What follows belongs to an exercise in optimizing a design on an open flow for small area; a production flow would make more cautious choices.
Only simulation tests tie the RTL to the original design; equivalence was not proved.
The clock port is modelled as an ideal driver, which makes a skipped or thinned clock tree look cheaper than it is; a real chip needs a root buffer or a tree.
Power and IR drop assume default switching activity.

## north
## nback_top
module nback_top (
  input  logic       clk_50_mhz_i,
  input  logic       key_0_i,
  input  logic       key_1_i,
  output logic [7:0] leds_o
);
logic [2:0] key_1_d;
always_ff @( posedge clk_50_mhz_i )
  key_1_d <= { key_1_d[1:0], key_1_i };
logic rst;
assign rst = !key_1_d[2];
logic [3:0] pin_d;
always_ff @( posedge clk_50_mhz_i )
  pin_d <= { pin_d[2:0], key_0_i };
logic [9:0] db_s;
logic [9:0] db_cnt;
logic       db_low0;
logic       db_max;
logic       released;
logic       released_d;
logic       answer;
assign db_cnt  = db_s ^ 10'h2aa;
assign db_low0 = ( db_cnt[8:0] == '0 );
assign db_max  = db_cnt[9] && db_low0;
always_ff @( posedge clk_50_mhz_i )
  if( rst || ( pin_d[3] ^ pin_d[2] ) )
    db_s <= 10'h2aa;
  else
    db_s <= { db_cnt[8:0], db_cnt[9] ^ db_cnt[6] ^ db_low0 } ^ 10'h2aa;
always_ff @( posedge clk_50_mhz_i )
  if( rst )
    released <= 1'b1;
  else
    if( db_max )
      released <= pin_d[3];
  ...
Size in the first run: roughly 11 I/O pins.
==> module nback_top, before the edit <==
module nback_top (
  input  logic       clk_50_mhz_i,
  input  logic       key_0_i,
  input  logic       key_1_i,
  output logic [7:0] leds_o
);
logic [2:0] key_1_d;
always_ff @( posedge clk_50_mhz_i )
  key_1_d <= { key_1_d[1:0], key_1_i };
logic rst;
assign rst = !key_1_d[2];
logic [3:0] pin_d;
always_ff @( posedge clk_50_mhz_i )
  pin_d <= { pin_d[2:0], key_0_i };
logic [9:0] db_s;
logic [9:0] db_cnt;
logic       db_low0;
logic       db_max;
logic       released;
logic       released_d;
logic       answer;
assign db_cnt  = db_s ^ 10'h2aa;
assign db_low0 = ( db_cnt[8:0] == '0 );
assign db_max  = db_cnt[9] && db_low0;
always_ff @( posedge clk_50_mhz_i )
  if( rst || ( pin_d[3] ^ pin_d[2] ) )
    db_s <= 10'h2aa;
  else
    db_s <= { db_cnt[8:0], db_cnt[9] ^ db_cnt[6] ^ db_low0 } ^ 10'h2aa;
always_ff @( posedge clk_50_mhz_i )
  if( rst )
    released <= 1'b1;
  else
    if( db_max )
      released <= pin_d[3];
always_ff @( posedge clk_50_mhz_i )
  released_d <= released;
assign answer = !released && released_d;
logic [9:0] led_s;
logic [9:0] led_cnt;
logic       led_end;
logic [2:0] led_pos;
assign led_cnt = led_s ^ 10'h2aa;
assign led_end = ( led_cnt == 10'd838 );
always_ff @( posedge clk_50_mhz_i )
  if( rst || led_end )
    led_s <= 10'd1 ^ 10'h2aa;
  else
    led_s <= { led_cnt[8:0], led_cnt[9] ^ led_cnt[6] } ^ 10'h2aa;
always_ff @( posedge clk_50_mhz_i )
  if( led_end )
    led_pos <= led_pos + 3'd1;
  else
    if( rst )
      led_pos <= '0;
localparam logic [1:0] IDLE_P = 2'd0,
                       PRE_P  = 2'd1,
                       SHOW_P = 2'd2,
                       END_P  = 2'd3;
logic [1:0]  phase;
logic [14:0] cnt_s;
logic [14:0] cnt;
logic        done;
logic [1:0]  shown;
logic        flag;
logic [8:0]  w;
logic        match;
logic        next_pre;
logic        step;
assign cnt      = cnt_s ^ 15'h2aaa;
assign done     = ( cnt == 15'd1 );
assign match    = flag || ( ( shown == 2'd3 ) && ( w == 9'd215 ) );
assign next_pre = ( phase == SHOW_P ) && done && !match;
always_ff @( posedge clk_50_mhz_i )
  if( rst )
    phase <= IDLE_P;
  else
    case( phase )
      IDLE_P: if( answer ) phase <= PRE_P;
      PRE_P:  if( done )   phase <= SHOW_P;
      SHOW_P:
        if( done )
          phase <= match ? END_P : PRE_P;
        else
          if( answer )
            phase <= END_P;
      default: if( done ) phase <= IDLE_P;
    endcase
always_ff @( posedge clk_50_mhz_i )
  if( ( phase == IDLE_P ) || next_pre )
    cnt_s <= 15'd30673 ^ 15'h2aaa;
  else
    if( done || ( ( phase == SHOW_P ) && answer ) )
      cnt_s <= 15'd17603 ^ 15'h2aaa;
    else
      cnt_s <= { cnt[13:0], cnt[14] ^ cnt[13] } ^ 15'h2aaa;
always_ff @( posedge clk_50_mhz_i )
  case( phase )
    IDLE_P: shown <= '0;
    SHOW_P:
      if( done )
        begin
          if( match )
            shown[0] <= 1'b0;
          else
            if( shown != 2'd3 )
              shown <= shown + 2'd1;
        end
      else
        if( answer )
          shown[0] <= match;
    default: ;
  endcase
always_ff @( posedge clk_50_mhz_i )
  if( phase == IDLE_P )
    flag <= 1'b0;
  else
    if( next_pre )
      flag <= shown[1] && !( w[2] ^ w[3] ^ w[7] ) && !( w[3] ^ w[4] ^ w[8] );
assign step = ( ( phase == PRE_P ) && ( flag ? ( cnt[8] && cnt[14] ) : ( cnt[0] && cnt[7] && !cnt[13] ) ) ) ||
              ( ( phase == END_P ) && flag && ( cnt[0] && cnt[10] && cnt[11] ) );
always_ff @( posedge clk_50_mhz_i )
  if( rst )
    w <= 9'd1;
  else
    if( step )
      w <= { w[7:0], w[8] ^ w[4] };
logic [7:0] leds;
always_comb
  case( phase )
    SHOW_P:  leds = w[8:1];
    PRE_P:   leds = '0;
    END_P:   leds = shown[0] ? 8'd1 << led_pos : { 8{ !led_pos[0] } };
    default: leds = { 8{ !led_pos[0] } };
  endcase
assign leds_o = rst ? '0 : leds;
endmodule
==> flow/config.mk <==
export PLATFORM = sky130hd
export DESIGN_NAME = nback_top
export DESIGN_NICKNAME = nback_top
export VERILOG_FILES = /design/flow/design.v
export SDC_FILE = /design/flow/constraint.sdc
export NUM_CORES = 4
export LEC_CHECK = 0
export CAP_MARGIN = 20
export CORE_MARGIN = 2
export CORE_UTILIZATION = 40
export SLEW_MARGIN = 20
==> flow/constraint.sdc <==
create_clock -name core_clock -period 5.0 [get_ports {clk_50_mhz_i}]
set_input_delay 1.0000 -clock core_clock [delete_from_list [all_inputs] [get_ports {clk_50_mhz_i}]]
set_output_delay 1.0000 -clock core_clock [all_outputs]
set_load 0.01 [all_outputs]
standard.sh (not shown) runs the stock make flow with config.mk's settings and CLKGATE_MAP_FILE= SYNTH_SCRIPT=/design/flow/synth_recipe.tcl, a recipe that flattens the netlist after the stock synthesis.
==> flow/flow/run.sh <==
#!/bin/bash
# Layout flow: the standard synthesis, then the combinational logic is
# mapped again for area (registers untouched), then the standard layout
# steps with adjusted clock tree and port buffer settings.
set -euo pipefail
LIB=$FLOW_HOME/platforms/sky130hd/lib/sky130_fd_sc_hd__tt_025C_1v80.lib
R=orfs/results/sky130hd/nback_top/base
L=orfs/logs/sky130hd/nback_top/base

bash standard.sh synth > flow_1_synth.log 2>&1
cp $R/1_2_yosys.v $R/1_2_yosys_standard.v

DU=$(grep -o -- '-dont_use [A-Za-z0-9_]*' $L/1_2_yosys.log | sort -u | tr '\n' ' ')
# One mapping pass: the combinational cells are turned back into logic and
# mapped again by ABC with an area script; the registers stay as they are.
remap() {
  cat > remap_$3.ys <<EOS
read_liberty -ignore_miss_func $LIB
read_verilog $1
hierarchy -top $FLOW_TOP
blackbox sky130_fd_sc_hd__*df*
flatten
hierarchy -top $FLOW_TOP
opt -purge
read_liberty -lib -nooverwrite -ignore_miss_func $LIB
abc -liberty $LIB $DU -script $4
opt_clean -purge
splitnets
opt_clean -purge
rename -hide w:*.*
hilomap -singleton -hicell sky130_fd_sc_hd__conb_1 HI -locell sky130_fd_sc_hd__conb_1 LO
check -assert -mapped
tee -o $2.stat stat -liberty $LIB
write_verilog -noattr -nohex -nodec $2
EOS
  yosys -s remap_$3.ys > flow_2_remap_$3.log 2>&1
  grep 'Chip area' $2.stat | awk '{print $NF}'
}
# Run every script on a netlist (4 at a time); print "area file" lines.
pass_all() {
  local src=$1 tag=$2 sc n
  for sc in flow/abc_*.abc; do
    n=$(basename $sc .abc)
    ( remap $src remap_${tag}_$n.v ${tag}_$n $sc > remap_${tag}_$n.area ) &
    while [ $(jobs -r | wc -l) -ge 4 ]; do sleep 0.2; done
  done
  wait
  for sc in flow/abc_*.abc; do
    n=$(basename $sc .abc)
    echo "$(cat remap_${tag}_$n.area) remap_${tag}_$n.v"
  done | awk '$1 != ""' | sort -g
}
# The three best first mappings each start a chain: each pass maps the
# chain's best netlist with every script, until a pass brings no gain.
pass_all $R/1_2_yosys_standard.v 0 > heads.txt
cat heads.txt >> flow_2_remap.log
best=$(head -1 heads.txt | awk '{print $2}')
best_area=$(head -1 heads.txt | awk '{print $1}')
for c in 1 2 3; do
  cur=$(sed -n "${c}p" heads.txt | awk '{print $2}')
  cur_area=$(sed -n "${c}p" heads.txt | awk '{print $1}')
  [ -n "$cur" ] || continue
  for k in 1 2 3 4 5 6 7 8 9 10; do
    pass_all $cur c${c}p$k > pass_c${c}p$k.txt
    top=$(head -1 pass_c${c}p$k.txt)
    a=$(echo $top | awk '{print $1}')
    f=$(echo $top | awk '{print $2}')
    echo "chain $c pass $k best $a $f" >> flow_2_remap.log
    if awk -v a="$a" -v b="$cur_area" 'BEGIN { exit !(a != "" && a + 0 < b + 0) }'; then
      cur=$f
      cur_area=$a
    else
      break
    fi
  done
  if awk -v a="$cur_area" -v b="$best_area" 'BEGIN { exit !(a + 0 < b + 0) }'; then
    best=$cur
    best_area=$cur_area
  fi
done
echo "kept $best area $best_area" >> flow_2_remap.log
cp $best $R/1_2_yosys.v
rm -f $R/1_synth.odb $R/1_synth.sdc

export CLOCK_GROUPS=${CLOCK_GROUPS:-3}
export CLOCK_BUF=${CLOCK_BUF:-sky130_fd_sc_hd__clkbuf_8}
bash standard.sh finish \
  "PRE_CTS_TCL=$PWD/flow/pre_cts.tcl" \
  "BUFFER_PORTS_ARGS=-buffer_cell sky130_fd_sc_hd__buf_1" \
  > flow_3_finish.log 2>&1
Other scripts of this flow, unchanged in this note and not shown: flow/flow/abc_a7.abc, flow/flow/abc_b2.abc, flow/flow/abc_c7.abc, flow/flow/abc_d2.abc, flow/flow/abc_d3.abc, flow/flow/abc_d7.abc, flow/flow/abc_d8.abc, flow/flow/abc_e3.abc, flow/flow/abc_e8.abc, flow/flow/abc_f3.abc, flow/flow/abc_g0.abc, flow/flow/abc_g1.abc, flow/flow/abc_g2.abc, flow/flow/abc_g3.abc, flow/flow/pre_cts.tcl
> inputs changed (north -> south)
diff --git a/flow/design.v b/flow/design.v
--- a/flow/design.v
+++ b/flow/design.v
@@ -41,10 +41,10 @@
 logic       led_end;
 logic [2:0] led_pos;
 assign led_cnt = led_s ^ 10'h2aa;
-assign led_end = ( led_cnt == 10'd838 );
+assign led_end = ( ( led_cnt & 10'd187 ) == 10'd32 );
 always_ff @( posedge clk_50_mhz_i )
   if( rst || led_end )
-    led_s <= 10'd1 ^ 10'h2aa;
+    led_s <= 10'd51 ^ 10'h2aa;
   else
     led_s <= { led_cnt[8:0], led_cnt[9] ^ led_cnt[6] } ^ 10'h2aa;
 always_ff @( posedge clk_50_mhz_i )
@@ -69,7 +69,7 @@
 logic        step;
 assign cnt      = cnt_s ^ 15'h2aaa;
 assign done     = ( cnt == 15'd1 );
-assign match    = flag || ( ( shown == 2'd3 ) && ( w == 9'd215 ) );
+assign match    = flag || ( ( shown == 2'b10 ) && ( w == 9'd215 ) );
 assign next_pre = ( phase == SHOW_P ) && done && !match;
 always_ff @( posedge clk_50_mhz_i )
   if( rst )
@@ -103,8 +103,7 @@
           if( match )
             shown[0] <= 1'b0;
           else
-            if( shown != 2'd3 )
-              shown <= shown + 2'd1;
+            shown <= { shown[0] || shown[1], !shown[1] };
         end
       else
         if( answer )
@@ -125,13 +124,14 @@
   else
     if( step )
       w <= { w[7:0], w[8] ^ w[4] };
-logic [7:0] leds;
+logic sel_sym;
+logic sel_win;
+logic sel_blink;
+assign sel_sym   = !rst && ( phase == SHOW_P );
+assign sel_win   = !rst && ( phase == END_P ) && shown[0];
+assign sel_blink = !rst && !led_pos[0] &&
+                   ( ( phase == IDLE_P ) || ( ( phase == END_P ) && !shown[0] ) );
 always_comb
-  case( phase )
-    SHOW_P:  leds = w[8:1];
-    PRE_P:   leds = '0;
-    END_P:   leds = shown[0] ? 8'd1 << led_pos : { 8{ !led_pos[0] } };
-    default: leds = { 8{ !led_pos[0] } };
-  endcase
-assign leds_o = rst ? '0 : leds;
+  for( int j = 0; j < 8; j++ )
+    leds_o[j] = ( sel_sym && w[j + 1] ) || ( sel_win && ( led_pos == 3'( j ) ) ) || sel_blink;
 endmodule
## What came out
Number of design-rule violations left by the first detailed-router iteration for south is lower than for north.
When south is set beside north, its power density over cell area turns out to be 4.7% larger.
south: critical-path maximum fanout is 5 lower than what north reported.
Per the comparison of south with north, total iterations of the first detailed-routing run rose 1; detailed-routing wirelength on met1 now sits lower; net count after synthesis went down 6.
| fmax | lower: south |
Die span in x delta for south relative to north: 1.4 µm lower
Diff north..south | signed area change from the synthesized netlist to the final layout | negligible
Changes observed in south relative to north: final period demand of the worst path higher; register area did not really move.
No run of this note takes its clock network from TritonCTS; it comes from the design's own scripts or RTL.

[what the ideal ports hide]
The results above use ideal ports. As a check the final layouts listed here were re-extracted and re-timed, cells and wires unchanged. Step 1: set_driving_cell puts a clkbuf_16 on clk_50_mhz_i and a buf_2 on each other input, an assumption about the parent block. Step 2 adds t to the input delays and takes it off the output delays; t is the mean of the earliest and latest rising clock arrival at the registers after step 1. Input paths then give back, and output paths get back, about the clock's delay inside the block. a / b / c = ideal / step 1 / step 2; a / b = the first two.
run | shift t [ns] | slack for setup (ns) | worst register clock-pin slew, ns | worst data-port slew with drivers (ns)
north | 0.214 | 2.174 / 2.127 / 2.341 | 0.12 / 0.12 | 0.03
south | 0.207 | 2.152 / 2.107 / 2.314 | 0.11 / 0.11 | 0.03
After both steps setup and hold are still met in every run listed.
